What follows belongs to an exercise in optimizing a design on an open flow for small area; a production flow would make more cautious choices.
In this exercise RTL edits were held to simulation tests only and were not proved equivalent to the original.
The clock input has no modelled driver; a real chip could not lean on it and would need a root buffer or a full tree.

--- design/flow/config.mk ---
export PLATFORM = sky130hd
export DESIGN_NAME = fir_filter
export DESIGN_NICKNAME = fir_filter
export VERILOG_FILES = /design/flow/design.v
export SDC_FILE = /design/flow/constraint.sdc
export NUM_CORES = 4
export LEC_CHECK = 0
export ABC_AREA = 0
export CAP_MARGIN = 5
export CORE_MARGIN = 2
export CORE_UTILIZATION = 70
export SLEW_MARGIN = 5
export SYNTH_HIERARCHICAL = 1
export SYNTH_MINIMUM_KEEP_SIZE = 0
--- design/flow/constraint.sdc ---
create_clock -name core_clock -period 7.0 [get_ports {clk_i}]
set_input_delay 1.4000 -clock core_clock [delete_from_list [all_inputs] [get_ports {clk_i}]]
set_output_delay 1.4000 -clock core_clock [all_outputs]
set_load 0.01 [all_outputs]
--- design/flow/design.v ---
`timescale 1ns / 1ps
module dflopie #(
    parameter W = 1
) (
    input               clk_i, 
    input               rst_n_i,
    input               en_i,
    input       [W-1:0] data_in, 
    output      [W-1:0] data_out 
);
reg [W-1:0] data_out_reg;
always @(posedge clk_i or negedge rst_n_i) begin
    if(!rst_n_i) begin 
        data_out_reg <= 0;
    end
    else if(en_i) begin 
        data_out_reg <= data_in;
    end
end
assign data_out = data_out_reg;
endmodule
`timescale 1ns / 1ps
module fir_filter #(
    parameter  INPUT_SIGNAL = 8,
    parameter  CO_EFF_WIDTH = 8,
    parameter  OUTPUT_SIGNAL = 16,
    parameter  TAPS          = 7
) (
    input clk_i,
    input rst_n_i,
    input en_i,
    input signed [INPUT_SIGNAL-1:0] noisy_sig_i,
    output reg signed [OUTPUT_SIGNAL-1:0] filtered_res_o
);
reg [7:0] h1, h2, h3, h4, h5, h6;
wire en_n;
fir_inv u_en_n (.a(en_i), .y(en_n));
wire [7:0] h1_d, h2_d, h3_d, h4_d, h5_d, h6_d;
wire [7:0] h1_k, h2_k, h3_k, h4_k, h5_k, h6_k;
fir_nand u_k1[7:0] (.a(en_n), .b(h1), .y(h1_k));
fir_oai u_d1[7:0] (.g(h1_k), .p(en_n), .c(noisy_sig_i), .y(h1_d));
fir_nand u_k2[7:0] (.a(en_n), .b(h2), .y(h2_k));
fir_oai u_d2[7:0] (.g(h2_k), .p(en_n), .c(h1), .y(h2_d));
fir_nand u_k3[7:0] (.a(en_n), .b(h3), .y(h3_k));
fir_oai u_d3[7:0] (.g(h3_k), .p(en_n), .c(h2), .y(h3_d));
fir_nand u_k4[7:0] (.a(en_n), .b(h4), .y(h4_k));
fir_oai u_d4[7:0] (.g(h4_k), .p(en_n), .c(h3), .y(h4_d));
fir_nand u_k5[7:0] (.a(en_n), .b(h5), .y(h5_k));
fir_oai u_d5[7:0] (.g(h5_k), .p(en_n), .c(h4), .y(h5_d));
fir_nand u_k6[7:0] (.a(en_n), .b(h6), .y(h6_k));
fir_oai u_d6[7:0] (.g(h6_k), .p(en_n), .c(h5), .y(h6_d));
always @(posedge clk_i or negedge rst_n_i) begin
    if (!rst_n_i) begin
        h1 <= 8'hff; h2 <= 8'd0; h3 <= 8'hff; h4 <= 8'd0; h5 <= 8'hff; h6 <= 8'd0;
    end else begin
        h1 <= h1_d; h2 <= h2_d; h3 <= h3_d; h4 <= h4_d; h5 <= h5_d; h6 <= h6_d;
    end
end
wire x1;
fir_xor u_x1 (.a(h1[0]), .b(h5[0]), .y(x1));
wire g2;
fir_or u_g2 (.a(h1[0]), .b(h5[0]), .y(g2));
wire s3, c4;
fir_fa u_s3 (.a(h1[1]), .b(h5[1]), .c(g2), .s(s3), .co(c4));
wire s5, c6;
fir_fa u_s5 (.a(h1[2]), .b(h5[2]), .c(c4), .s(s5), .co(c6));
wire s7, c8;
fir_fa u_s7 (.a(h1[3]), .b(h5[3]), .c(c6), .s(s7), .co(c8));
wire s9, c10;
fir_fa u_s9 (.a(h1[4]), .b(h5[4]), .c(c8), .s(s9), .co(c10));
wire s11, c12;
fir_fa u_s11 (.a(h1[5]), .b(h5[5]), .c(c10), .s(s11), .co(c12));
wire s13, c14;
fir_fa u_s13 (.a(h1[6]), .b(h5[6]), .c(c12), .s(s13), .co(c14));
wire iv15;
fir_inv u_iv15 (.a(c14), .y(iv15));
wire s16, c17;
fir_fa u_s16 (.a(h1[7]), .b(h5[7]), .c(iv15), .s(s16), .co(c17));
wire x18;
fir_xor u_x18 (.a(h2[0]), .b(h4[0]), .y(x18));
wire g19;
fir_and u_g19 (.a(h2[0]), .b(h4[0]), .y(g19));
wire s20, c21;
fir_fa u_s20 (.a(h2[1]), .b(h4[1]), .c(g19), .s(s20), .co(c21));
wire s22, c23;
fir_fa u_s22 (.a(h2[2]), .b(h4[2]), .c(c21), .s(s22), .co(c23));
wire s24, c25;
fir_fa u_s24 (.a(h2[3]), .b(h4[3]), .c(c23), .s(s24), .co(c25));
wire s26, c27;
fir_fa u_s26 (.a(h2[4]), .b(h4[4]), .c(c25), .s(s26), .co(c27));
wire s28, c29;
fir_fa u_s28 (.a(h2[5]), .b(h4[5]), .c(c27), .s(s28), .co(c29));
wire s30, c31;
fir_fa u_s30 (.a(h2[6]), .b(h4[6]), .c(c29), .s(s30), .co(c31));
wire iv32;
fir_inv u_iv32 (.a(c31), .y(iv32));
wire s33, c34;
fir_fa u_s33 (.a(h2[7]), .b(h4[7]), .c(iv32), .s(s33), .co(c34));
wire x35;
fir_xor u_x35 (.a(h6[0]), .b(x1), .y(x35));
wire g36;
fir_nand u_g36 (.a(h6[0]), .b(x1), .y(g36));
wire iv37;
fir_inv u_iv37 (.a(x18), .y(iv37));
wire s38, c39;
fir_fa u_s38 (.a(iv37), .b(x35), .c(noisy_sig_i[0]), .s(s38), .co(c39));
wire iv40;
fir_inv u_iv40 (.a(s38), .y(iv40));
wire s41, c42;
fir_fa u_s41 (.a(g36), .b(s3), .c(s20), .s(s41), .co(c42));
wire s43, c44;
fir_fa u_s43 (.a(h6[1]), .b(noisy_sig_i[1]), .c(c39), .s(s43), .co(c44));
wire iv45;
fir_inv u_iv45 (.a(s43), .y(iv45));
wire s46, c47;
fir_fa u_s46 (.a(h3[0]), .b(s41), .c(iv45), .s(s46), .co(c47));
wire x48;
fir_xor u_x48 (.a(h3[1]), .b(h6[2]), .y(x48));
wire g49;
fir_nandb u_g49 (.a(h6[2]), .b(h3[1]), .y(g49));
wire s50, c51;
fir_fa u_s50 (.a(x48), .b(s5), .c(c42), .s(s50), .co(c51));
wire iv52;
fir_inv u_iv52 (.a(noisy_sig_i[2]), .y(iv52));
wire s53, c54;
fir_fa u_s53 (.a(iv52), .b(s22), .c(s50), .s(s53), .co(c54));
wire iv55;
fir_inv u_iv55 (.a(c44), .y(iv55));
wire s56, c57;
fir_fa u_s56 (.a(iv55), .b(s53), .c(c47), .s(s56), .co(c57));
wire s58, c59;
fir_fa u_s58 (.a(h3[2]), .b(g49), .c(x1), .s(s58), .co(c59));
wire s60, c61;
fir_fa u_s60 (.a(h3[0]), .b(h6[3]), .c(noisy_sig_i[3]), .s(s60), .co(c61));
wire s62, c63;
fir_fa u_s62 (.a(s58), .b(s7), .c(s24), .s(s62), .co(c63));
wire s64, c65;
fir_fa u_s64 (.a(c51), .b(c54), .c(s62), .s(s64), .co(c65));
wire iv66;
fir_inv u_iv66 (.a(s60), .y(iv66));
wire s67, c68;
fir_fa u_s67 (.a(iv66), .b(s64), .c(c57), .s(s67), .co(c68));
wire s69, c70;
fir_fa u_s69 (.a(h3[1]), .b(h6[4]), .c(s3), .s(s69), .co(c70));
wire s71, c72;
fir_fa u_s71 (.a(noisy_sig_i[4]), .b(s69), .c(c61), .s(s71), .co(c72));
wire s73, c74;
fir_fa u_s73 (.a(h3[3]), .b(x1), .c(s9), .s(s73), .co(c74));
wire iv75;
fir_inv u_iv75 (.a(s71), .y(iv75));
wire s76, c77;
fir_fa u_s76 (.a(c59), .b(iv75), .c(s26), .s(s76), .co(c77));
wire s78, c79;
fir_fa u_s78 (.a(c65), .b(s73), .c(s76), .s(s78), .co(c79));
wire s80, c81;
fir_fa u_s80 (.a(c63), .b(s78), .c(c68), .s(s80), .co(c81));
wire s82, c83;
fir_fa u_s82 (.a(h3[0]), .b(h3[2]), .c(h6[5]), .s(s82), .co(c83));
wire s84, c85;
fir_fa u_s84 (.a(iv37), .b(s82), .c(noisy_sig_i[5]), .s(s84), .co(c85));
wire s86, c87;
fir_fa u_s86 (.a(s3), .b(s5), .c(c70), .s(s86), .co(c87));
wire s88, c89;
fir_fa u_s88 (.a(s84), .b(s86), .c(c72), .s(s88), .co(c89));
wire s90, c91;
fir_fa u_s90 (.a(h3[4]), .b(s11), .c(c74), .s(s90), .co(c91));
wire iv92;
fir_inv u_iv92 (.a(s88), .y(iv92));
wire s93, c94;
fir_fa u_s93 (.a(iv92), .b(s28), .c(c77), .s(s93), .co(c94));
wire s95, c96;
fir_fa u_s95 (.a(c79), .b(s90), .c(s93), .s(s95), .co(c96));
wire x97;
fir_xor u_x97 (.a(s95), .b(c81), .y(x97));
wire g98;
fir_nand u_g98 (.a(s95), .b(c81), .y(g98));
wire s99, c100;
fir_fa u_s99 (.a(h3[1]), .b(h3[3]), .c(h6[6]), .s(s99), .co(c100));
wire iv101;
fir_inv u_iv101 (.a(h3[5]), .y(iv101));
wire s102, c103;
fir_fa u_s102 (.a(iv101), .b(c83), .c(s99), .s(s102), .co(c103));
wire s104, c105;
fir_fa u_s104 (.a(s102), .b(s5), .c(c85), .s(s104), .co(c105));
wire s106, c107;
fir_fa u_s106 (.a(noisy_sig_i[6]), .b(s7), .c(c87), .s(s106), .co(c107));
wire s108, c109;
fir_fa u_s108 (.a(s104), .b(s106), .c(c89), .s(s108), .co(c109));
wire s110, c111;
fir_fa u_s110 (.a(s20), .b(s13), .c(s30), .s(s110), .co(c111));
wire iv112;
fir_inv u_iv112 (.a(s108), .y(iv112));
wire s113, c114;
fir_fa u_s113 (.a(iv112), .b(c91), .c(c94), .s(s113), .co(c114));
wire s115, c116;
fir_fa u_s115 (.a(c96), .b(s110), .c(s113), .s(s115), .co(c116));
wire g117;
fir_nandb u_g117 (.a(s115), .b(g98), .y(g117));
wire x118;
fir_xnor u_x118 (.a(g98), .b(s115), .y(x118));
wire s119, c120;
fir_fa u_s119 (.a(h3[2]), .b(h3[4]), .c(c100), .s(s119), .co(c120));
wire s121, c122;
fir_fa u_s121 (.a(h3[6]), .b(h6[7]), .c(s22), .s(s121), .co(c122));
wire s123, c124;
fir_fa u_s123 (.a(c103), .b(s119), .c(s7), .s(s123), .co(c124));
wire s125, c126;
fir_fa u_s125 (.a(c105), .b(s9), .c(c107), .s(s125), .co(c126));
wire s127, c128;
fir_fa u_s127 (.a(s123), .b(s125), .c(c109), .s(s127), .co(c128));
wire s129, c130;
fir_fa u_s129 (.a(noisy_sig_i[7]), .b(s121), .c(c111), .s(s129), .co(c130));
wire s131, c132;
fir_fa u_s131 (.a(s127), .b(s16), .c(s33), .s(s131), .co(c132));
wire s133, c134;
fir_fa u_s133 (.a(c114), .b(c116), .c(s129), .s(s133), .co(c134));
wire g135;
fir_nandb u_g135 (.a(s133), .b(s131), .y(g135));
wire x136;
fir_xor u_x136 (.a(s131), .b(s133), .y(x136));
wire x137;
fir_xor u_x137 (.a(x136), .b(g117), .y(x137));
wire cy138;
fir_oai u_cy138 (.g(g135), .p(x136), .c(g117), .y(cy138));
wire s139, c140;
fir_fa u_s139 (.a(h3[3]), .b(h3[7]), .c(c120), .s(s139), .co(c140));
wire s141, c142;
fir_fa u_s141 (.a(iv101), .b(s24), .c(c122), .s(s141), .co(c142));
wire s143, c144;
fir_fa u_s143 (.a(s139), .b(s9), .c(s11), .s(s143), .co(c144));
wire s145, c146;
fir_fa u_s145 (.a(c124), .b(c126), .c(s143), .s(s145), .co(c146));
wire s147, c148;
fir_fa u_s147 (.a(c128), .b(c17), .c(c34), .s(s147), .co(c148));
wire s149, c150;
fir_fa u_s149 (.a(s145), .b(c132), .c(s147), .s(s149), .co(c150));
wire s151, c152;
fir_fa u_s151 (.a(s141), .b(c130), .c(c134), .s(s151), .co(c152));
wire g153;
wire iv154;
fir_inv u_iv154 (.a(s151), .y(iv154));
fir_nor u_g153 (.a(iv154), .b(s149), .y(g153));
wire x155;
fir_xnor u_x155 (.a(s149), .b(s151), .y(x155));
wire x156;
fir_xor u_x156 (.a(x155), .b(cy138), .y(x156));
wire cy157;
fir_aoi u_cy157 (.g(g153), .p(x155), .c(cy138), .y(cy157));
wire s158, c159;
fir_fa u_s158 (.a(h3[6]), .b(c140), .c(s11), .s(s158), .co(c159));
wire iv160;
fir_inv u_iv160 (.a(h3[4]), .y(iv160));
wire s161, c162;
fir_fa u_s161 (.a(iv160), .b(s26), .c(c142), .s(s161), .co(c162));
wire iv163;
fir_inv u_iv163 (.a(s161), .y(iv163));
wire s164, c165;
fir_fa u_s164 (.a(iv163), .b(s13), .c(c144), .s(s164), .co(c165));
wire s166, c167;
fir_fa u_s166 (.a(s158), .b(c146), .c(c148), .s(s166), .co(c167));
wire s168, c169;
fir_fa u_s168 (.a(s164), .b(c150), .c(s166), .s(s168), .co(c169));
wire g170;
fir_nandb u_g170 (.a(c152), .b(s168), .y(g170));
wire x171;
fir_xor u_x171 (.a(c152), .b(s168), .y(x171));
wire x172;
fir_xor u_x172 (.a(x171), .b(cy157), .y(x172));
wire cy173;
fir_oai u_cy173 (.g(g170), .p(x171), .c(cy157), .y(cy173));
wire s174, c175;
fir_fa u_s174 (.a(iv101), .b(h3[7]), .c(c162), .s(s174), .co(c175));
wire s176, c177;
fir_fa u_s176 (.a(s13), .b(c159), .c(c165), .s(s176), .co(c177));
wire s178, c179;
fir_fa u_s178 (.a(s28), .b(s174), .c(s16), .s(s178), .co(c179));
wire iv180;
fir_inv u_iv180 (.a(s178), .y(iv180));
wire s181, c182;
fir_fa u_s181 (.a(s176), .b(iv180), .c(c167), .s(s181), .co(c182));
wire g183;
fir_nor u_g183 (.a(c169), .b(s181), .y(g183));
wire x184;
fir_xor u_x184 (.a(c169), .b(s181), .y(x184));
wire x185;
fir_xor u_x185 (.a(x184), .b(cy173), .y(x185));
wire cy186;
fir_aoi u_cy186 (.g(g183), .p(x184), .c(cy173), .y(cy186));
wire s187, c188;
fir_fa u_s187 (.a(s30), .b(c17), .c(s16), .s(s187), .co(c188));
wire s189, c190;
fir_fa u_s189 (.a(c175), .b(c179), .c(s187), .s(s189), .co(c190));
wire s191, c192;
fir_fa u_s191 (.a(h3[6]), .b(c177), .c(c182), .s(s191), .co(c192));
wire g193;
fir_nandb u_g193 (.a(s189), .b(s191), .y(g193));
wire x194;
fir_xor u_x194 (.a(s189), .b(s191), .y(x194));
wire x195;
fir_xor u_x195 (.a(x194), .b(cy186), .y(x195));
wire cy196;
fir_oai u_cy196 (.g(g193), .p(x194), .c(cy186), .y(cy196));
wire s197, c198;
fir_fa u_s197 (.a(h3[7]), .b(c17), .c(c188), .s(s197), .co(c198));
wire iv199;
fir_inv u_iv199 (.a(s33), .y(iv199));
wire s200, c201;
fir_fa u_s200 (.a(iv199), .b(c190), .c(s197), .s(s200), .co(c201));
wire x202;
fir_xor u_x202 (.a(c192), .b(s200), .y(x202));
wire g203;
fir_nandb u_g203 (.a(c192), .b(s200), .y(g203));
wire x204;
fir_xor u_x204 (.a(x202), .b(cy196), .y(x204));
wire g205;
fir_nand u_g205 (.a(x202), .b(cy196), .y(g205));
wire s206, c207;
fir_fa u_s206 (.a(c198), .b(c201), .c(g203), .s(s206), .co(c207));
wire x208;
fir_xor u_x208 (.a(c34), .b(s206), .y(x208));
wire g209;
fir_nandb u_g209 (.a(c34), .b(s206), .y(g209));
wire x210;
fir_xnor u_x210 (.a(x208), .b(g205), .y(x210));
wire g211;
fir_nandb u_g211 (.a(x208), .b(g205), .y(g211));
wire g212;
fir_nand u_g212 (.a(c207), .b(g209), .y(g212));
wire x213;
fir_xnor u_x213 (.a(c207), .b(g209), .y(x213));
wire x214;
fir_xor u_x214 (.a(x213), .b(g211), .y(x214));
wire cy215;
fir_oai u_cy215 (.g(g212), .p(x213), .c(g211), .y(cy215));
wire iv216;
fir_inv u_iv216 (.a(cy215), .y(iv216));
wire [15:0] y = {iv216, x214, x210, x204, x195, x185, x172, x156, x137, x118, x97, s80, s67, s56, s46, iv40};
always @(posedge clk_i or negedge rst_n_i) begin
    if (!rst_n_i)
        filtered_res_o <= 16'sd0;
    else
        filtered_res_o <= y;
end
endmodule
module fir_and (input a, input b, output y);
assign y = a & b;
endmodule
module fir_aoi (input g, input p, input c, output y);
assign y = ~(g | (p & c));
endmodule
module fir_fa (input a, input b, input c, output s, output co);
assign s = a ^ b ^ c;
assign co = (a & b) | (a & c) | (b & c);
endmodule
module fir_inv (input a, output y);
assign y = ~a;
endmodule
module fir_nand (input a, input b, output y);
assign y = ~(a & b);
endmodule
module fir_nandb (input a, input b, output y);
assign y = ~a | b;
endmodule
module fir_nor (input a, input b, output y);
assign y = ~(a | b);
endmodule
module fir_oai (input g, input p, input c, output y);
assign y = ~(g & (p | c));
endmodule
module fir_or (input a, input b, output y);
assign y = a | b;
endmodule
module fir_xnor (input a, input b, output y);
assign y = ~(a ^ b);
endmodule
module fir_xor (input a, input b, output y);
assign y = a ^ b;
endmodule
--- design/flow/flow/run.sh ---
#!/bin/bash
# The standard layout (the standard.sh, all ORFS steps), with two changes:
# the port buffers are the smallest buffer cell, and the clock tree is built
# from small clock buffers without dummy loads.
set -euo pipefail
export BUFFER_PORTS_ARGS="-buffer_cell sky130_fd_sc_hd__buf_1"
export CTS_ARGS="-sink_clustering_enable -repair_clock_nets -buf_list sky130_fd_sc_hd__clkbuf_4 -dont_use_dummy_load"
bash standard.sh > standard.log 2>&1
--- design/flow/standard.sh ---
#!/bin/bash
# synth_recipe.tcl (not shown) runs the flow's synth.tcl, then flattens the netlist and writes it again
# the make line also repeats each setting of config.mk as NAME=value (left out here)
make -C /OpenROAD-flow-scripts/flow DESIGN_CONFIG=/design/flow/config.mk WORK_HOME=/design/flow/orfs CLKGATE_MAP_FILE= SYNTH_SCRIPT=/design/flow/synth_recipe.tcl "${@:-finish}"
==> qor.txt, run 1 <==
H-tree Lvls: 3
Worst Setup SP: h5[0]$_DFF_PN1_
Critical path fanouts, max: 4
CP Data Arrival Time: 6.92 ns
Area grow syn2layout: 7.419%
Drt drc: 0
N_diodes: 0
Global placement routability congestion: 0.8540
Worst Path Buf+Inv: 0
Post-CTS setup buffers: 0
Max stage delay on crit path: 0.57 ns
Most common library cell in the layout ignoring fill and taps: fa_1
Hold Startpoint: h2[0]$_DFF_PN0_
Port bufs: 26
Worst-path cell chain: or2_1, fa_2, fa_1, fa_1, fa_1, fa_1, fa_1, fa_1, fa_1, fa_1, fa_1, xnor2_2, a21oi_2, o21ai_2, a21oi_2, o21ai_1, nand2_1, nand2b_1, xor2_1
Placed Cells: 401
Max Fclk: 150.2 MHz
# setup viols final: 0
Fin cells: 410
Drt initial violations: 79
Critical path capture point type: flip-flop
Drt wl/cell: 16.48 um
Tightest Hold Check Type: flip-flop to flip-flop
Register area: 1632 um^2
Starting Density: 0.7228
Io pins: 27
Initial antenna violation count: 0
Commonest non-fill, non-tap cells in the layout: 75 x fa_1, 52 x nand2_1, 51 x o21ai_1
CP Data Required Time: 7.27 ns
Fillers: 355
1st-pass router iterations: 4
Core Area: 5507 um^2
Post-synth cell types: 13
Max Clock Skew: 0.02543 ns
Syn Inst Count: 300
Seq cells post-synth: 64
Die width: 79.41 um
Yosys warns: 7
GRT Util Overall: 0.2639
# rows: 27
Clock sinks: 64
Pins Over Slew Limit: 0
Total number of vias: 2217
Die Ht: 79.41 um
CTS buffer count: 9
Slowest-stage cell, CP: dfstp_2
Fin nets: 428
Tightest Pin Transition: 0.8414 ns
DR vias/cell: 5.407
Most Frequent Cell on Critical Path: fa_1
Footprint of the multi-input gates: 2293 um^2
Final WL: 6.756 mm
Remaining global-route overflow: 0
Final hold vios: 0
Layout cells sized above 1: 0.1302
Largest net degree at the start of global routing: 97
Setup total negative slack: 0 ns
Clock Tree Buf Depth: 2
RSZ-0062 raised after global routing: false
Syn Nets: 388
Cell Area, Synth: 3980 um^2
Sequential fraction of the synthesis area: 0.4099
CP Launch Type: flip-flop
HPWL Detailed: 5.448 mm
Worst Path Class, Setup: flip-flop to flip-flop
Outcome: no timing/DRC/antenna violations
Root Driver: clkbuf_4
Clk Latency, worst-skew pair: 0.41 ns
Top Family by Delay on Critical Path: adder cells
Launch point of the worst reg-to-reg path: h5[0]$_DFF_PN1_
Vias in the first global route: 2444
Max-cap viol count: 0
Slew margin rel.: 0.4391
Final min period: 6.658 ns
Antenna viol nets, final: 0
Final period util: 0.9512
Worst hold slack: 0.4794 ns
Post-Syn Area per Cell: 13.27 um^2
First-pass GRT wire length: 11.76 mm
TritonCTS clock tree: done
CTS clk-pin slew, worst paths: 0.10 ns
Die area: 6305 um^2
## synthesized netlist by cell type
master	count	area [um^2]
fa_1	77	1541
nand2_1	52	195.2
o21ai_1	52	260.3
dfrtp_1	40	1001
dfstp_2	24	630.6
inv_1	19	71.32
xor2_1	18	157.7
nand2b_1	8	50.05
xnor2_1	4	35.03
a21oi_2	2	17.52
nor2_1	2	7.510
and2_1	1	6.260
or2_1	1	6.260
## Yosys stat by module, one instance, submodules excluded
module / flops+latches / cell area (um^2)
fir_filter: 64 / 1632
fir_fa: 0 / 20.02
fir_aoi: 0 / 8.758
fir_xnor: 0 / 8.758
fir_xor: 0 / 8.758
fir_and: 0 / 6.256
fir_nandb: 0 / 6.256
fir_or: 0 / 6.256
fir_oai: 0 / 5.005
fir_inv: 0 / 3.754
fir_nand: 0 / 3.754
fir_nor: 0 / 3.754
## path summary, 6_finish.rpt
path	to	slack [ns]	cells after the start
max	filtered_res_o[14]$_DFF_PN0_	0.34	19
min	h3[0]$_DFF_PN1_	0.48	1
max reg2reg	filtered_res_o[14]$_DFF_PN0_	0.34	19
min reg2reg	h3[0]$_DFF_PN1_	0.48	1
max in group asynchronous	h4[5]$_DFF_PN0_	5.34	2
min in group asynchronous	filtered_res_o[0]$_DFF_PN0_	1.14	2
## timing repair
item                       in CTS  in global routing
resized for setup               0                  4
hold buffers                    0                  0
setup endpoints to repair       0                  2
## layer usage
metal  vias to the layer above  wire length [um]  share of wire  global-route usage
met1                      1101              3056           0.45              0.3892
met3                        14               291          0.043             0.04751
met2                        63              3234           0.48              0.3932
met4                         0               174          0.026              0.1241
met5                         -                 0              0                   0
li1                       1039                 -              -                   -
## through the flow
step | utilization | setup slack [ns] | instance area, um^2
floorplan | - | 0.5306 | 3980
global placement | 0.7612 | 0.3796 | 4192
detailed placement | 0.7612 | 0.2010 | 4192
CTS | 0.7735 | 0.1715 | 4259
global route | 0.7764 | 0.008651 | 4275
finish | 0.7764 | 0.3419 | 4275
## logic make-up after synthesis
kind of cell,Yosys count,synth area share
xor+xnor,22,0.04841
fa+ha+maj,77,0.3873
buf+inv,19,0.01792
compound gates,54,0.06979
simple gates,64,0.06665
flops,64,0.4099
## state kept, by name, indices dropped and copies added (netlist names)
| signal | flops |
|---|---|
| h6 | 8 |
| filtered_res_o | 16 |
| h2 | 8 |
| h4 | 8 |
| h5 | 8 |
| h3 | 8 |
| h1 | 8 |
## cell type report
| cell class | instances | share of cell area |
|---|---|---|
| Multi-Input combinational cell | 217 | 0.5364 |
| Sequential cell | 64 | 0.3816 |
| Timing Repair Buffer | 29 | 0.02839 |
| Tap cell | 72 | 0.02107 |
| Inverter | 19 | 0.01668 |
| Clock buffer | 9 | 0.01580 |
==> inputs of run 2 (changes only) <==
--- a/design/flow/config.mk
+++ b/design/flow/config.mk
@@ -7,8 +7,8 @@
 export LEC_CHECK = 0
 export ABC_AREA = 0
-export CAP_MARGIN = 5
+export CAP_MARGIN = 20
 export CORE_MARGIN = 2
 export CORE_UTILIZATION = 70
-export SLEW_MARGIN = 5
+export SLEW_MARGIN = 20
 export SYNTH_HIERARCHICAL = 1
 export SYNTH_MINIMUM_KEEP_SIZE = 0
==> run 2 against run 1 <==
  * Global-route usage did not move
  * Worst setup slack did not move
  * Non-clock buffer count stayed put
  * Critical path type unchanged
  * Largest cell class unchanged
  * Highest routed layer unchanged
==> qor.txt, run 2 <==
Post-CTS setup buffers: 0
RSZ-0062 raised after global routing: false
Slew margin rel.: 0.4391
Yosys warns: 7
Max Fclk: 150.2 MHz
Tightest Pin Transition: 0.8414 ns
CTS buffer count: 9
Critical path fanouts, max: 4
Pins Over Slew Limit: 0
Top cell type's share of synthesized area: 0.3873
CP Launch Type: flip-flop
Most Frequent Cell on Critical Path: fa_1
Most common library cell in the layout ignoring fill and taps: fa_1
Final WL: 6.756 mm
Starting Density: 0.7228
Final WS setup: 0.3419 ns
Die area: 6305 um^2
EDFF count, synth: 0
Critical path capture point type: flip-flop
Max-cap viol count: 0
Commonest non-fill, non-tap cells in the layout: 75 x fa_1, 52 x nand2_1, 51 x o21ai_1
CP Data Arrival Time: 6.92 ns
Drt wl/cell: 16.48 um
Tightest Hold Check Type: flip-flop to flip-flop
Root Driver: clkbuf_4
Dpl ws: 0.2010 ns
Worst hold slack: 0.4794 ns
Seq cells post-synth: 64
GRT Util Overall: 0.2639
Count leader, synth: fa_1
Post-synthesis async set-or-reset flop share: 1.000
Fin nets: 428
Worst Path Class, Setup: flip-flop to flip-flop
Core Area: 5507 um^2
Post-Syn Area per Cell: 13.27 um^2
Area share of and/or/nand/nor cells after synthesis: 0.06665
Worst-path cell chain: or2_1, fa_2, fa_1, fa_1, fa_1, fa_1, fa_1, fa_1, fa_1, fa_1, fa_1, xnor2_2, a21oi_2, o21ai_2, a21oi_2, o21ai_1, nand2_1, nand2b_1, xor2_1
Clock Tree Buf Depth: 2
Io pins: 27
Drt drc: 0
Clk Latency, worst-skew pair: 0.41 ns
# rows: 27
Leading area contributor after synthesis: fa_1
# setup viols final: 0
Final period util: 0.9512
Top post-synthesis cells by count: 77 x fa_1, 52 x nand2_1, 52 x o21ai_1
Syn Nets: 388
Max Clock Skew: 0.02543 ns
TritonCTS clock tree: done
Compound-Gate Fraction of Synth Area: 0.06979
Number of flip-flops in the largest register: 16
N_diodes: 0
Final hold vios: 0
Top Family by Delay on Critical Path: adder cells
Global placement routability congestion: 0.8540
Die Ht: 79.41 um
Vias in the first global route: 2444
Die width: 79.41 um
Largest family of logic cells by synthesized area: adder cells
CTS clk-pin slew, worst paths: 0.10 ns
Most flop-heavy register: filtered_res_o
Final min period: 6.658 ns
Cell Area, Synth: 3980 um^2
Synth top area cells: fa_1 39%, dfrtp_1 25%, dfstp_2 16%, o21ai_1 6.5%, nand2_1 4.9%
Largest net degree at the start of global routing: 97
Initial antenna violation count: 0
Drt initial violations: 79
Synth Flop Type: dfrtp_1
Total number of vias: 2217
Adder-Cell Fraction of Synth Area: 0.3873
Antenna viol nets, final: 0
Layout cells sized above 1: 0.1302
Clock sinks: 64
Mux contribution to synthesized area: 0
1st-pass router iterations: 4
CP Data Required Time: 7.27 ns
Post-synthesis xor/xnor area fraction: 0.04841
Outcome: no timing/DRC/antenna violations
Setup total negative slack: 0 ns
Worst Path Buf+Inv: 0
Sequential fraction of the synthesis area: 0.4099
DR vias/cell: 5.407
H-tree Lvls: 3
Post-synth cell types: 13
First-pass GRT wire length: 11.76 mm
Port bufs: 26
Max stage delay on crit path: 0.57 ns
Slowest-stage cell, CP: dfstp_2
Remaining global-route overflow: 0
Area grow syn2layout: 7.419%
Syn Inst Count: 300
HPWL Detailed: 5.448 mm
## run 2: cell counts after synthesis
No cell type changed its count.
## run 2: cell type report
class | count | area, um^2
clock buffer | 9 | 67.56
fill | 355 | 1231
inverter | 19 | 71.32
multi-input combinational | 217 | 2293
sequential | 64 | 1632
tap | 72 | 90.09
timing repair buffer | 29 | 121.4
## run 2: per-layer routing
layer,track usage,routed length [um]
met5,0,0
met4,0.1241,174
met3,0.04751,291
met2,0.3932,3234
met1,0.3892,3056
## run 2: kinds of logic after synthesis
kind of cell,count (synthesis)
buffers and inverters,19
AO/OA/AOI/OAI,54
adder cells (fa/ha/maj),77
XOR/XNOR,22
AND/OR/NAND/NOR,64
flip-flops,64
## run 2: final timing paths
kind                       slack (ns)                      endpoint  cells past startpoint            start
max                              0.34  filtered_res_o[14]$_DFF_PN0_                     19  h5[0]$_DFF_PN1_
min                              0.48               h3[0]$_DFF_PN1_                      1  h2[0]$_DFF_PN0_
max reg2reg                      0.34  filtered_res_o[14]$_DFF_PN0_                     19  h5[0]$_DFF_PN1_
min reg2reg                      0.48               h3[0]$_DFF_PN1_                      1  h2[0]$_DFF_PN0_
max in group asynchronous        5.34               h4[5]$_DFF_PN0_                      2          rst_n_i
min in group asynchronous        1.14   filtered_res_o[0]$_DFF_PN0_                      2          rst_n_i
## run 2: worst reg2reg max path: cells and delay by family, from the launching register on
family | cells | cell delay, ns
DFF | 1 | 0.57
AOI/OAI and AO/OA | 4 | 0.59
and+or+nand+nor | 3 | 0.41
adders and majority gates | 10 | 4.52
xor gates and xnor gates | 2 | 0.40
## run 2: through the flow
stage               instance area [um^2]  cells  utilization
floorplan                           3980    300            -
detailed placement                  4192    401       0.7612
global placement                    4192    401       0.7612
CTS                                 4259    410       0.7735
finish                              4275    410       0.7764
global route                        4275    410       0.7764
## run 2: per-module statistics from Yosys, one instance, submodules excluded, excerpt
module	cell area, um^2	copies in the design
fir_xnor	8.758	4
fir_aoi	8.758	2
fir_and	6.256	1
fir_nandb	6.256	8
fir_oai	5.005	52
fir_nand	3.754	52
## run 2: what timing repair did
action	in CTS	in global routing
hold buffers	0	0
resized for setup	0	4
endpoints found under the setup margin	0	2
==> inputs of run 3 (changes only) <==
==> design/flow/flow/run.sh (replaced) <==
#!/bin/bash
# The standard layout (the standard.sh, all ORFS steps), with these changes:
# - the port buffers are the smallest buffer cell;
# - the clock tree: CTS builds its tree of clkbuf_4 without dummy loads, then
#   flow/regroup.tcl (run by ORFS after CTS) merges its eight leaf clusters
#   into four, each driven by one clkbuf_8 straight from the clock port
#   (the same buffer depth for every register).
set -euo pipefail
export BUFFER_PORTS_ARGS="-buffer_cell sky130_fd_sc_hd__buf_1"
export CTS_ARGS="-sink_clustering_enable -repair_clock_nets -buf_list sky130_fd_sc_hd__clkbuf_4 -dont_use_dummy_load"
export POST_CTS_TCL="$PWD/flow/regroup.tcl"
export CLKPORT=clk_i NLEAF=4 LEAFBUF=sky130_fd_sc_hd__clkbuf_8
bash standard.sh > standard.log 2>&1
==> design/flow/flow/regroup.tcl (new file) <==
# Post-CTS hook (ORFS POST_CTS_TCL).
# Rebuild the clock tree made by CTS: the clock port drives NLEAF leaf buffers
# directly (no root buffer); each leaf drives the sinks of two or more of the
# original leaves, merged by distance.
proc inst_xy {inst} { set b [$inst getBBox]; return [list [expr {([$b xMin]+[$b xMax])/2}] [expr {([$b yMin]+[$b yMax])/2}]] }
proc out_net {inst} { foreach it [$inst getITerms] { if {[[$it getMTerm] getIoType] == "OUTPUT"} { return [$it getNet] } }; return "NULL" }
proc in_iterm {inst} { foreach it [$inst getITerms] { if {[[$it getMTerm] getIoType] == "INPUT" && ![$it isClocked]} { set n [[$it getMTerm] getName]; if {$n == "A"} { return $it } } }; return "NULL" }
set block [ord::get_db_block]
set db [ord::get_db]
set clk_net [[$block findBTerm $::env(CLKPORT)] getNet]
set root ""
foreach it [$clk_net getITerms] { set root [$it getInst] }
set rnet [out_net $root]
set leaves {}
foreach it [$rnet getITerms] { if {[$it getInst] != $root} { lappend leaves [$it getInst] } }
# groups: start with one group per leaf, merge the closest pair until NLEAF remain
set groups {}
foreach l $leaves { lappend groups [list $l] }
proc gxy {g} { set sx 0; set sy 0; foreach l $g { lassign [inst_xy $l] x y; set sx [expr {$sx+$x}]; set sy [expr {$sy+$y}] }; return [list [expr {$sx/[llength $g]}] [expr {$sy/[llength $g]}]] }
while {[llength $groups] > $::env(NLEAF)} {
  set best -1; set bi 0; set bj 0
  for {set i 0} {$i < [llength $groups]} {incr i} {
    for {set j [expr {$i+1}]} {$j < [llength $groups]} {incr j} {
      lassign [gxy [lindex $groups $i]] x1 y1; lassign [gxy [lindex $groups $j]] x2 y2
      set d [expr {abs($x1-$x2)+abs($y1-$y2) + 0.0}]
      # prefer balanced groups
      set d [expr {$d * ([llength [lindex $groups $i]] + [llength [lindex $groups $j]])}]
      if {$best < 0 || $d < $best} { set best $d; set bi $i; set bj $j }
    }
  }
  set ng [concat [lindex $groups $bi] [lindex $groups $bj]]
  set groups [lreplace $groups $bj $bj]
  set groups [lreplace $groups $bi $bi $ng]
}
set master [$db findMaster $::env(LEAFBUF)]
foreach g $groups {
  set keep [lindex $g 0]
  set knet [out_net $keep]
  foreach other [lrange $g 1 end] {
    set onet [out_net $other]
    foreach it [$onet getITerms] { if {[$it getInst] != $other} { $it disconnect; $it connect $knet } }
    odb::dbInst_destroy $other
    odb::dbNet_destroy $onet
  }
  $keep swapMaster $master
  set ki [in_iterm $keep]
  $ki disconnect
  $ki connect $clk_net
  # move to the centroid of its sinks
  set sx 0; set sy 0; set n 0
  foreach it [$knet getITerms] { if {[$it getInst] != $keep} { lassign [inst_xy [$it getInst]] x y; set sx [expr {$sx+$x}]; set sy [expr {$sy+$y}]; incr n } }
  $keep setLocation [expr {int($sx/$n)}] [expr {int($sy/$n)}]
  puts "regroup: leaf [$keep getName] sinks $n"
}
odb::dbInst_destroy $root
odb::dbNet_destroy $rnet
detailed_placement
check_placement -verbose
==> run 3 against run 2 <==
  * Still clean
  * Critical path depth unchanged
  * Worst setup slack improved by 0.0026 ns
  * Count of clock-buffer cells in the layout decreased by 5
  * Maximum frequency about the same
  * Hold slack improved by 0.0014 ns
  * Utilization decreased by 0.23 points
  * Clock skew decreased by 0.0018 ns
  * Sequential share of layout area increased by 0.11 points
  * Flip-flop and latch count unchanged
  * Highest routed layer unchanged
==> qor.txt, run 3 <==
Outcome: no timing/DRC/antenna violations
Final WS setup: 0.3445 ns
N_diodes: 0
Total number of vias: 2150
# setup viols final: 0
Worst Path Buf+Inv: 0
Pins Over Slew Limit: 0
Remaining global-route overflow: 0
Drt initial violations: 83
Most flop-heavy register: filtered_res_o
Synth Flop Type: dfrtp_1
Area grow syn2layout: 7.105%
Worst Setup SP: h5[0]$_DFF_PN1_
EDFF count, synth: 0
Final hold vios: 0
Number of flip-flops in the largest register: 16
Launch point of the worst reg-to-reg path: h5[0]$_DFF_PN1_
Commonest non-fill, non-tap cells in the layout: 75 x fa_1, 52 x nand2_1, 51 x o21ai_1
Worst Reg-to-Reg Cells: 19
Drt wl/cell: 16.34 um
Cell depth of the worst setup path: 19
Die area: 6305 um^2
Global placement routability congestion: 0.8540
Max-cap viol count: 0
Top post-synthesis cells by count: 77 x fa_1, 52 x nand2_1, 52 x o21ai_1
CP Data Required Time: 7.02 ns
Top Family by Delay on Critical Path: adder cells
Final WL: 6.618 mm
Leading area contributor after synthesis: fa_1
1st-pass router iterations: 4
Yosys warns: 7
Vias in the first global route: 2395
Starting Density: 0.7228
Critical path capture point type: flip-flop
Most Frequent Cell on Critical Path: fa_1
Fillers: 358
Post-synthesis async set-or-reset flop share: 1.000
Initial antenna violation count: 0
CP Data Arrival Time: 6.67 ns
GRT Util Overall: 0.2540
FF-to-FF End: filtered_res_o[14]$_DFF_PN0_
Synth top area cells: fa_1 39%, dfrtp_1 25%, dfstp_2 16%, o21ai_1 6.5%, nand2_1 4.9%
Clock sinks: 64
CTS clk-pin slew, worst paths: 0.10 ns
First-pass GRT wire length: 11.62 mm
Drt drc: 0
Fin area: 4263 um^2
Die width: 79.41 um
Slowest-stage cell, CP: dfstp_2
Post-Place Cell Area: 4192 um^2
Max stage delay on crit path: 0.57 ns
Antenna viol nets, final: 0
Post-Syn Area per Cell: 13.27 um^2
Slew margin rel.: 0.4441
Layout cells sized above 1: 0.1171
Syn Nets: 388
Seq cells post-synth: 64
Most common library cell in the layout ignoring fill and taps: fa_1
# rows: 27
Io pins: 27
Port bufs: 26
Post-synth cell types: 13
DR vias/cell: 5.309
Tightest Pin Transition: 0.8339 ns
Core Area: 5507 um^2
Final period util: 0.9508
Worst Path Class, Setup: flip-flop to flip-flop
Critical path fanouts, max: 4
Setup total negative slack: 0 ns
Syn Inst Count: 300
Max Fclk: 150.3 MHz
Top cell type's share of synthesized area: 0.3873
RSZ-0062 raised after global routing: false
CP Launch Type: flip-flop
Largest net degree at the start of global routing: 97
Die Ht: 79.41 um
Cell Area, Synth: 3980 um^2
Dpl ws: 0.2010 ns
Crit path capture: filtered_res_o[14]$_DFF_PN0_
Worst-path cell chain: or2_1, fa_2, fa_1, fa_1, fa_1, fa_1, fa_1, fa_1, fa_1, fa_1, fa_1, xnor2_2, a21oi_2, o21ai_2, a21oi_2, o21ai_1, nand2_1, nand2b_1, xor2_1
Clk Latency, worst-skew pair: 0.16 ns
Final min period: 6.656 ns
Max Clock Skew: 0.02362 ns
Sequential fraction of the synthesis area: 0.4099
Tightest Hold Check Type: flip-flop to flip-flop
Core Util, Final: 0.7741
HPWL Detailed: 5.448 mm
Reg2reg setup slack: 0.34 ns
Count leader, synth: fa_1
Fin nets: 423
## run 3: cell counts after synthesis
No cell type changed its count.
## run 3: through the flow
step	hold WS (ns)	std cells
final	0.4808	405
after floorplan	0.4452	300
after global routing	0.5047	405
after global placement	0.4556	401
after detailed placement	0.4687	401
## run 3: cells by family after synthesis
| family | count (synthesis) | share of synthesized area |
|---|---|---|
| xor+xnor | 22 | 0.04841 |
| buf+inv | 19 | 0.01792 |
| compound gates | 54 | 0.06979 |
| flops | 64 | 0.4099 |
| fa+ha+maj | 77 | 0.3873 |
| simple gates | 64 | 0.06665 |
## run 3: per-layer routing
layer,track usage,vias up,wire length [um]
met5,0,-,0
met4,0.07414,0,106
met3,0.03054,7,236
met2,0.3958,39,3230
met1,0.3909,1080,3046
li1,-,1024,-
## run 3: worst min-delay path by stage
stage	from	to	slack (ns)	cells past startpoint
floorplan	h4[0]$_DFF_PN0_	h5[0]$_DFF_PN1_	0.45	1
global placement	h2[0]$_DFF_PN0_	h3[0]$_DFF_PN1_	0.46	1
detailed placement	h2[0]$_DFF_PN0_	h3[0]$_DFF_PN1_	0.47	1
global route	h5[6]$_DFF_PN1_	h5[6]$_DFF_PN1_	0.50	2
finish	h2[0]$_DFF_PN0_	h3[0]$_DFF_PN1_	0.48	1
## run 3: cell type report
class | instances | area (um^2) | area share
well taps | 72 | 90.09 | 0.02113
flip-flops and latches | 64 | 1632 | 0.3827
inverters | 19 | 71.32 | 0.01673
repair buffers | 29 | 121.4 | 0.02847
multi-input cells | 217 | 2293 | 0.5380
clock buffers | 4 | 55.05 | 0.01291
## run 3: modules after synthesis (local to each module, per instance)
| module | copies in the design | flip-flops and latches | area (um^2) | cells |
|---|---|---|---|---|
| fir_filter | 1 | 64 | 1632 | 64 |
| fir_fa | 77 | 0 | 20.02 | 1 |
| fir_aoi | 2 | 0 | 8.758 | 1 |
| fir_xnor | 4 | 0 | 8.758 | 1 |
| fir_xor | 18 | 0 | 8.758 | 1 |
| fir_and | 1 | 0 | 6.256 | 1 |
| fir_nandb | 8 | 0 | 6.256 | 1 |
| fir_or | 1 | 0 | 6.256 | 1 |
| fir_oai | 52 | 0 | 5.005 | 1 |
| fir_inv | 19 | 0 | 3.754 | 1 |
| fir_nand | 52 | 0 | 3.754 | 1 |
| fir_nor | 2 | 0 | 3.754 | 1 |
==> inputs of run 4 (changes only) <==
--- a/design/flow/config.mk
+++ b/design/flow/config.mk
@@ -10,4 +10,5 @@
 export CORE_MARGIN = 2
 export CORE_UTILIZATION = 70
+export SETUP_SLACK_MARGIN = -0.3
 export SLEW_MARGIN = 20
 export SYNTH_HIERARCHICAL = 1
==> run 4 against run 3 <==
  * Final cell count is the same
  * Still clean
  * Utilization shrank 0.30 points
  * Die area is the same
  * Design area shrank 0.38%
  * Count of clock-buffer cells in the layout is the same
  * Via count grew 0.23%
==> qor.txt, run 4 <==
Outcome: no timing/DRC/antenna violations
Seq cells post-synth: 64
Commonest non-fill, non-tap cells in the layout: 77 x fa_1, 52 x o21ai_1, 52 x nand2_1
Most common library cell in the layout ignoring fill and taps: fa_1
CP Data Required Time: 7.02 ns
Drt drc: 0
Max Fclk: 147.0 MHz
Die area: 6305 um^2
Syn Nets: 388
Clock sinks: 64
Sequential fraction of the synthesis area: 0.4099
Final WS setup: 0.1969 ns
Final hold vios: 0
Antenna viol nets, final: 0
Vias in the first global route: 2395
Critical path fanouts, max: 4
Top cell type's share of synthesized area: 0.3873
Global placement routability congestion: 0.8540
Die Ht: 79.41 um
Count leader, synth: fa_1
Synth Flop Type: dfrtp_1
Tightest Pin Transition: 0.8344 ns
1st-pass router iterations: 4
DR vias/cell: 5.321
CTS clk-pin slew, worst paths: 0.10 ns
EDFF count, synth: 0
CP Data Arrival Time: 6.82 ns
# setup viols final: 0
Final WL: 6.552 mm
Cell Area, Synth: 3980 um^2
First-pass GRT wire length: 11.62 mm
Tightest Hold Check Type: flip-flop to flip-flop
Core Area: 5507 um^2
Drt wl/cell: 16.18 um
Syn Inst Count: 300
Remaining global-route overflow: 0
Post-synth cell types: 13
Fin area: 4247 um^2
Largest net degree at the start of global routing: 97
Area grow syn2layout: 6.696%
CP Launch Type: flip-flop
Synth top area cells: fa_1 39%, dfrtp_1 25%, dfstp_2 16%, o21ai_1 6.5%, nand2_1 4.9%
Initial antenna violation count: 0
Dpl ws: 0.2010 ns
Drt initial violations: 77
Starting Density: 0.7228
Slew margin rel.: 0.4437
Most flop-heavy register: filtered_res_o
Pins Over Slew Limit: 0
N_diodes: 0
Final min period: 6.803 ns
Fillers: 357
Layout cells sized above 1: 0.1051
Worst hold slack: 0.4806 ns
Final period util: 0.9719
Max-cap viol count: 0
Post-Place Cell Area: 4192 um^2
Post-synthesis async set-or-reset flop share: 1.000
Yosys warns: 7
Max Clock Skew: 0.02361 ns
Io pins: 27
Total number of vias: 2155
HPWL Detailed: 5.448 mm
Number of flip-flops in the largest register: 16
Post-Syn Area per Cell: 13.27 um^2
# rows: 27
Port bufs: 26
Worst Path Class, Setup: flip-flop to flip-flop
Leading area contributor after synthesis: fa_1
GRT Util Overall: 0.2540
Clk Latency, worst-skew pair: 0.16 ns
Critical path capture point type: flip-flop
Top post-synthesis cells by count: 77 x fa_1, 52 x nand2_1, 52 x o21ai_1
Fin nets: 423
Die width: 79.41 um
## run 4: changes by cell type in the layout (fill, tap and decap cells not counted)
cell     before  now
fa_2          2    0
xnor2_1       3    4
o21ai_1      51   52
xnor2_2       1    0
fa_1         75   77
o21ai_2       1    0
## run 4: critical path, cell delays in order, from the launching register on
cell,delay (ns)
dfstp_2,0.40
or2_1,0.24
fa_1,0.38
fa_1,0.41
fa_1,0.39
fa_1,0.66
fa_1,0.50
fa_1,0.45
fa_1,0.46
fa_1,0.47
fa_1,0.42
fa_1,0.47
xnor2_1,0.29
a21oi_2,0.12
o21ai_1,0.24
a21oi_2,0.10
o21ai_1,0.20
nand2_1,0.10
nand2b_1,0.17
xor2_1,0.17
## run 4: area by class of cell
| type | count | area (um^2) | area share |
|---|---|---|---|
| multi-input combinational | 217 | 2277 | 0.5362 |
| sequential | 64 | 1632 | 0.3842 |
| timing repair buffer | 29 | 121.4 | 0.02858 |
| tap | 72 | 90.09 | 0.02121 |
| inverter | 19 | 71.32 | 0.01679 |
| clock buffer | 4 | 55.05 | 0.01296 |
## run 4: final timing paths
check                      slack [ns]  depth (start not counted)       startpoint                           end
setup / recovery                 0.20                         19  h5[0]$_DFF_PN1_  filtered_res_o[14]$_DFF_PN0_
hold / removal                   0.48                          1  h2[0]$_DFF_PN0_               h3[0]$_DFF_PN1_
setup reg to reg                 0.20                         19  h5[0]$_DFF_PN1_  filtered_res_o[14]$_DFF_PN0_
hold reg to reg                  0.48                          1  h2[0]$_DFF_PN0_               h3[0]$_DFF_PN1_
max in group asynchronous        5.10                          2          rst_n_i  filtered_res_o[15]$_DFF_PN0_
min in group asynchronous        1.39                          2          rst_n_i               h4[0]$_DFF_PN0_
## run 4: cells by family (layout without fill, tap and decap cells)
kind of cell	after synthesis	in the layout	synth area share
xor+xnor	22	22	0.04841
fa+ha+maj	77	77	0.3873
simple gates	64	64	0.06665
flops	64	64	0.4099
compound gates	54	54	0.06979
buf+inv	19	52	0.01792
## run 4: Yosys stat by module (local to each module, per instance), excerpt
module,cells inside,flops+latches,copies in the design
fir_or,1,0,1
fir_xnor,1,0,4
fir_inv,1,0,19
fir_oai,1,0,52
fir_nandb,1,0,8
fir_and,1,0,1
fir_aoi,1,0,2
fir_nor,1,0,2
fir_nand,1,0,52
fir_filter,64,64,1
## run 4: through the flow
stage	std cells	util	TNS [ns]
after global routing	405	0.7712	-0.2997
after global placement	401	0.7612	0
final	405	0.7712	0
after detailed placement	401	0.7612	0
after floorplan	300	-	0
## run 4: layer usage
layer / track usage / share of wire / vias up
li1: - / - / 1021
met3: 0.03054 / 0.039 / 7
met2: 0.3958 / 0.48 / 49
met5: 0 / 0 / -
met4: 0.07414 / 0.016 / 0
met1: 0.3909 / 0.46 / 1078

re-timing with driven ports:
In the flow no input, the clock included, has a driving cell. The finished layouts below were timed again as built, in two steps. Step 1, drivers: a clkbuf_16 drives clk_i and a buf_2 each remaining input, both assumed. Step 2 adds t to the input delays and takes it off the output delays; t is the mean of the earliest and latest rising clock arrival at the registers after step 1. Input paths then give back, and output paths get back, about the clock's delay inside the block. Slacks: ideal ports / drivers / drivers and shift; pairs: ideal ports / drivers.
run | t, ns | setup slack, ns | worst setup path after step 2 | latest minus earliest clock arrival (ns)
run 1 | 0.429 | 0.342 / 0.342 / 0.342 | register to register | 0.026 / 0.026
run 2 | 0.429 | 0.342 / 0.342 / 0.342 | register to register | 0.026 / 0.026
run 3 | 0.211 | 0.344 / 0.344 / 0.344 | register to register | 0.023 / 0.023
run 4 | 0.210 | 0.197 / 0.197 / 0.197 | register to register | 0.023 / 0.024
After both steps every run listed still meets setup and hold.
